This design comes from an exercise in tuning for small area and a short achievable clock period on the open sky130 flow, not from production work. Only simulation tests tie the RTL to the original design; equivalence was not proved. No driver is modelled on the clock port, so clock power and skew are understated where the tree is cut down; a real chip needs a root buffer or a tree. Power figures rest on the tool's default switching activity, not on a simulated workload.

Setup of JK:
Design SPI_Wrapper, start of the top module:
module SPI_Wrapper (
    input   MOSI,
    input   wclk,
    input   wrst_n,
    input   SS_n,
    output  MISO
);
For scale: about 2100 flip-flops, roughly 5 I/O pins, ~48000 sq um of cells after synthesis.
==> module RAM, before the edit <==
module RAM (
    input             clk,
    input             rst_n,
    input             pre,       
    input             MOSI,
    input             act,       
    input      [9:0]  din,
    output reg [7:0]  P
);
    localparam NR = 22;
    reg [1:0] c3, c4;
    reg       rho;
    reg [4:0] R;
    reg [1:0] H, lo;
    reg       z;
    reg       pend;          
    reg       cmr;           
    reg       capr;          
    reg       cap0r;         
    reg [7:0] pdata;
    reg [7:0] T;             
    wire [1:0] n3 = c3[1] ? 2'd0 : c3 + 2'd1;
    wire [1:0] n4 = c4 + 2'd1;
    always @(posedge clk) begin
        c3  <= n3;
        c4  <= n4;
        rho <= rho ^ (n3 == 2'd0 && n4 == 2'd0);
    end
    wire [5:0] x = din[6:1];
    reg  [4:0] q;
    reg  [1:0] hq;
    always @(*) begin
        if (x[1:0] != 2'd3) begin
            q  = {1'b0, x[5:2]};
            hq = x[1:0];
        end else if (x[3:2] != 2'd3) begin
            q  = {3'b100, x[5:4]};
            hq = x[3:2];
        end else if (x[5:4] != 2'd3) begin
            q  = 5'd20;
            hq = x[5:4];
        end else begin
            q  = 5'd21;
            hq = 2'd0;
        end
    end
    always @(posedge clk) begin
        if (pre && !din[7]) begin
            R  <= q;
            H  <= hq;
            lo <= {din[0], MOSI};
        end else if (pre && z) begin
            R  <= 5'd0;
            H  <= 2'd0;
            lo <= 2'd0;
        end
    end
    always @(posedge clk or negedge rst_n) begin
        if (!rst_n)
            z <= 1'b1;
        else if (act)
            z <= 1'b0;
    end
    wire write_op = act && din[9:8] == 2'b01;
    wire pend_n   = write_op || (pend && !cmr);
    wire match_n  = n4 == lo && (R == 5'd21 || n3 == H);
    always @(posedge clk) begin
        if (write_op)
            pdata <= din[7:0];
        pend  <= pend_n;
        cmr   <= pend_n && match_n;
        capr  <= match_n;
        cap0r <= n3 == 2'd0 && n4 == 2'd0;
    end
    wire [8*NR-1:0] tap;
    wire [8*NR-1:0] tap1;
    wire [7:0] wd = pdata ^ {8{rho}};
    genvar r;
    generate
        for (r = 0; r < NR; r = r + 1) begin : g_ring
            localparam L = (r == NR - 1) ? 4 : 12;
            reg [8*L-1:0] f;
            wire we = cmr && R == r;
            wire [7:0] last = f[8*L-1:8*L-8];
            if (r == NR - 1) begin : g_plain
                always @(posedge clk)
                    f <= {f[8*L-9:0], we ? pdata : last};
            end else begin : g_inv
                always @(posedge clk)
                    f <= {f[8*L-9:0], ~(we ? wd : last)};
            end
            assign tap[8*r +: 8]  = last;
            assign tap1[8*r +: 8] = f[8*L-9:8*L-16];
        end
    endgenerate
    always @(posedge clk)
        T <= tap1[8*R +: 8];
    wire       rz  = R == 5'd0 && H == 2'd0 && lo == 2'd0;
    wire [7:0] tv  = T ^ {8{rho && R != 5'd21}};
    wire [7:0] t0v = tap[7:0] ^ {8{rho}};
    always @(posedge clk) begin
        if (z) begin
            if (cap0r)
                P <= (cmr && rz) ? pdata : t0v;
        end else begin
            if (capr)
                P <= cmr ? pdata : tv;
        end
    end
endmodule
clock: 6.0 ns
lec_check: 0
cap_margin: 30
core_margin: 2
core_utilization: 50
cts_buf_list: sky130_fd_sc_hd__clkbuf_16
cts_cluster_diameter: 80
cts_cluster_size: 30
setup_slack_margin: 3.7
slew_margin: 30
standard.sh (not shown) runs the stock make flow with config.mk's settings and CLKGATE_MAP_FILE= SYNTH_SCRIPT=/design/flow/synth_recipe.tcl, a recipe that flattens the netlist after the stock synthesis.
==> flow/flow/run.sh <==
#!/bin/bash
# The standard layout, with the clock tree built by flow/cts_tree.tcl.
set -euo pipefail
here=$(pwd)
export PRE_CTS_TCL="$here/flow/cts_tree.tcl"
bash standard.sh > "$here/standard.log" 2>&1
Other scripts of this flow, unchanged in this note and not shown: flow/flow/cts_tree.tcl
> inputs changed (JK -> MS)
-- flow/design.v --
<<< JK, line 78
    reg [1:0] c3, c4;
    reg       rho;
    reg [4:0] R;
    reg [1:0] H, lo;
    reg       z;
>>> MS, line 78
    reg [1:0] c3, c4;
    reg       rho;
    reg [3:0] ra;
    reg [5:0] rb;
    reg [1:0] H, lo;
    reg       z;
<<< JK, line 87
    reg [7:0] pdata;
    reg [7:0] T;             
    wire [1:0] n3 = c3[1] ? 2'd0 : c3 + 2'd1;
    wire [1:0] n4 = c4 + 2'd1;
>>> MS, line 88
    reg [7:0] pdata;
    reg [7:0] T;             
    reg       rhoT;          
    wire [1:0] n3 = c3[1] ? 2'd0 : c3 + 2'd1;
    wire [1:0] n4 = c4 + 2'd1;
<<< JK, line 114
    always @(posedge clk) begin
        if (pre && !din[7]) begin
            R  <= q;
            H  <= hq;
            lo <= {din[0], MOSI};
        end else if (pre && z) begin
            R  <= 5'd0;
            H  <= 2'd0;
            lo <= 2'd0;
        end
    end
    always @(posedge clk or negedge rst_n) begin
        if (!rst_n)
>>> MS, line 116
    always @(posedge clk) begin
        if (pre && !din[7]) begin
            ra <= 4'b0001 << q[1:0];
            rb <= 6'b000001 << q[4:2];
            H  <= hq;
            lo <= {din[0], MOSI};
        end else if (pre && z) begin
            ra <= 4'b0001;
            rb <= 6'b000001;
            H  <= 2'd0;
            lo <= 2'd0;
        end
    end
    wire is21 = ra[1] && rb[5];
    always @(posedge clk or negedge rst_n) begin
        if (!rst_n)
<<< JK, line 131
    wire write_op = act && din[9:8] == 2'b01;
    wire pend_n   = write_op || (pend && !cmr);
    wire match_n  = n4 == lo && (R == 5'd21 || n3 == H);
    always @(posedge clk) begin
        if (write_op)
>>> MS, line 136
    wire write_op = act && din[9:8] == 2'b01;
    wire pend_n   = write_op || (pend && !cmr);
    wire match_n  = n4 == lo && (is21 || n3 == H);
    always @(posedge clk) begin
        if (write_op)
<<< JK, line 148
            localparam L = (r == NR - 1) ? 4 : 12;
            reg [8*L-1:0] f;
            wire we = cmr && R == r;
            wire [7:0] last = f[8*L-1:8*L-8];
            if (r == NR - 1) begin : g_plain
>>> MS, line 153
            localparam L = (r == NR - 1) ? 4 : 12;
            reg [8*L-1:0] f;
            wire we = cmr && ra[r % 4] && rb[r / 4];
            wire [7:0] last = f[8*L-1:8*L-8];
            if (r == NR - 1) begin : g_plain
<<< JK, line 161
        end
    endgenerate
    always @(posedge clk)
        T <= tap1[8*R +: 8];
    wire       rz  = R == 5'd0 && H == 2'd0 && lo == 2'd0;
    wire [7:0] tv  = T ^ {8{rho && R != 5'd21}};
    wire [7:0] t0v = tap[7:0] ^ {8{rho}};
    always @(posedge clk) begin
>>> MS, line 166
        end
    endgenerate
    reg [7:0] tsel;
    integer i;
    always @(*) begin
        tsel = 8'd0;
        for (i = 0; i < NR; i = i + 1)
            tsel = tsel | (tap1[8*i +: 8] & {8{ra[i % 4] && rb[i / 4]}});
    end
    always @(posedge clk) begin
        T    <= tsel;
        rhoT <= (rho ^ (n3 == 2'd0 && n4 == 2'd0)) && !is21;
    end
    wire       rz  = ra[0] && rb[0] && H == 2'd0 && lo == 2'd0;
    wire [7:0] tv  = T ^ {8{rhoT}};
    wire [7:0] t0v = tap[7:0] ^ {8{rho}};
    always @(posedge clk) begin
Results
MS | stages: all done | timing, DRC, antenna: all pass. MS: highest achievable clock rate is about 3% higher than what JK reported. Summary of MS over JK: pin count of the biggest net entering global routing down about 2.8%; wire length reported by the detailed router +6.3%; sequential cell count of the final layout saw little to no change; synthesized-area fraction occupied by ao, oa, aoi and oai cells went up; fraction of final layout cells sized beyond drive strength 1 saw a decrease. Compared to JK, MS has cell-internal power about 0.9% higher. Minimum setup slack after placement, JK and MS, higher one = JK. From JK to MS the numbers moved as follows: shortest clock period the worst path allows after layout went down, detailed-router iteration count before antenna repair rose 3, overall power consumption went up, via-per-instance ratio shows an increase of about 1.9%. The higher sequential share of layout area of JK and MS is in MS.
In every run of this note, the design's own scripts or RTL, not TritonCTS, make the clock network.

-- what the ideal ports hide --
Ports are ideal in the flow. The routed layouts listed here were re-timed in OpenROAD.
Step 1: set_driving_cell puts a clkbuf_16 on wclk and a buf_2 on each other input, an assumption about the parent block.
Step 2 adds t to the input delays and takes it off the output delays; t is the mean of the earliest and latest rising clock arrival at the registers after step 1. Input paths then give back, and output paths get back, about the clock's delay inside the block.
Slacks: ideal ports / drivers / drivers and shift; pairs: ideal ports / drivers.
| run | t (ns) | slack for setup (ns) | latest minus earliest clock arrival (ns) | worst register clock-pin slew, ns | cell pins on the clock port's net |
|---|---|---|---|---|---|
| JK | 0.633 | 3.664 / 3.662 / 3.441 | 0.024 / 0.025 | 0.11 / 0.11 | 4 |
| MS | 0.639 | 3.732 / 3.650 / 3.248 | 0.032 / 0.032 | 0.11 / 0.11 | 4 |
After both steps setup and hold are still met in every run listed. The setup slack of MS, which loses most, moves by -0.082 ns with the drivers and by -0.484 ns with both steps.
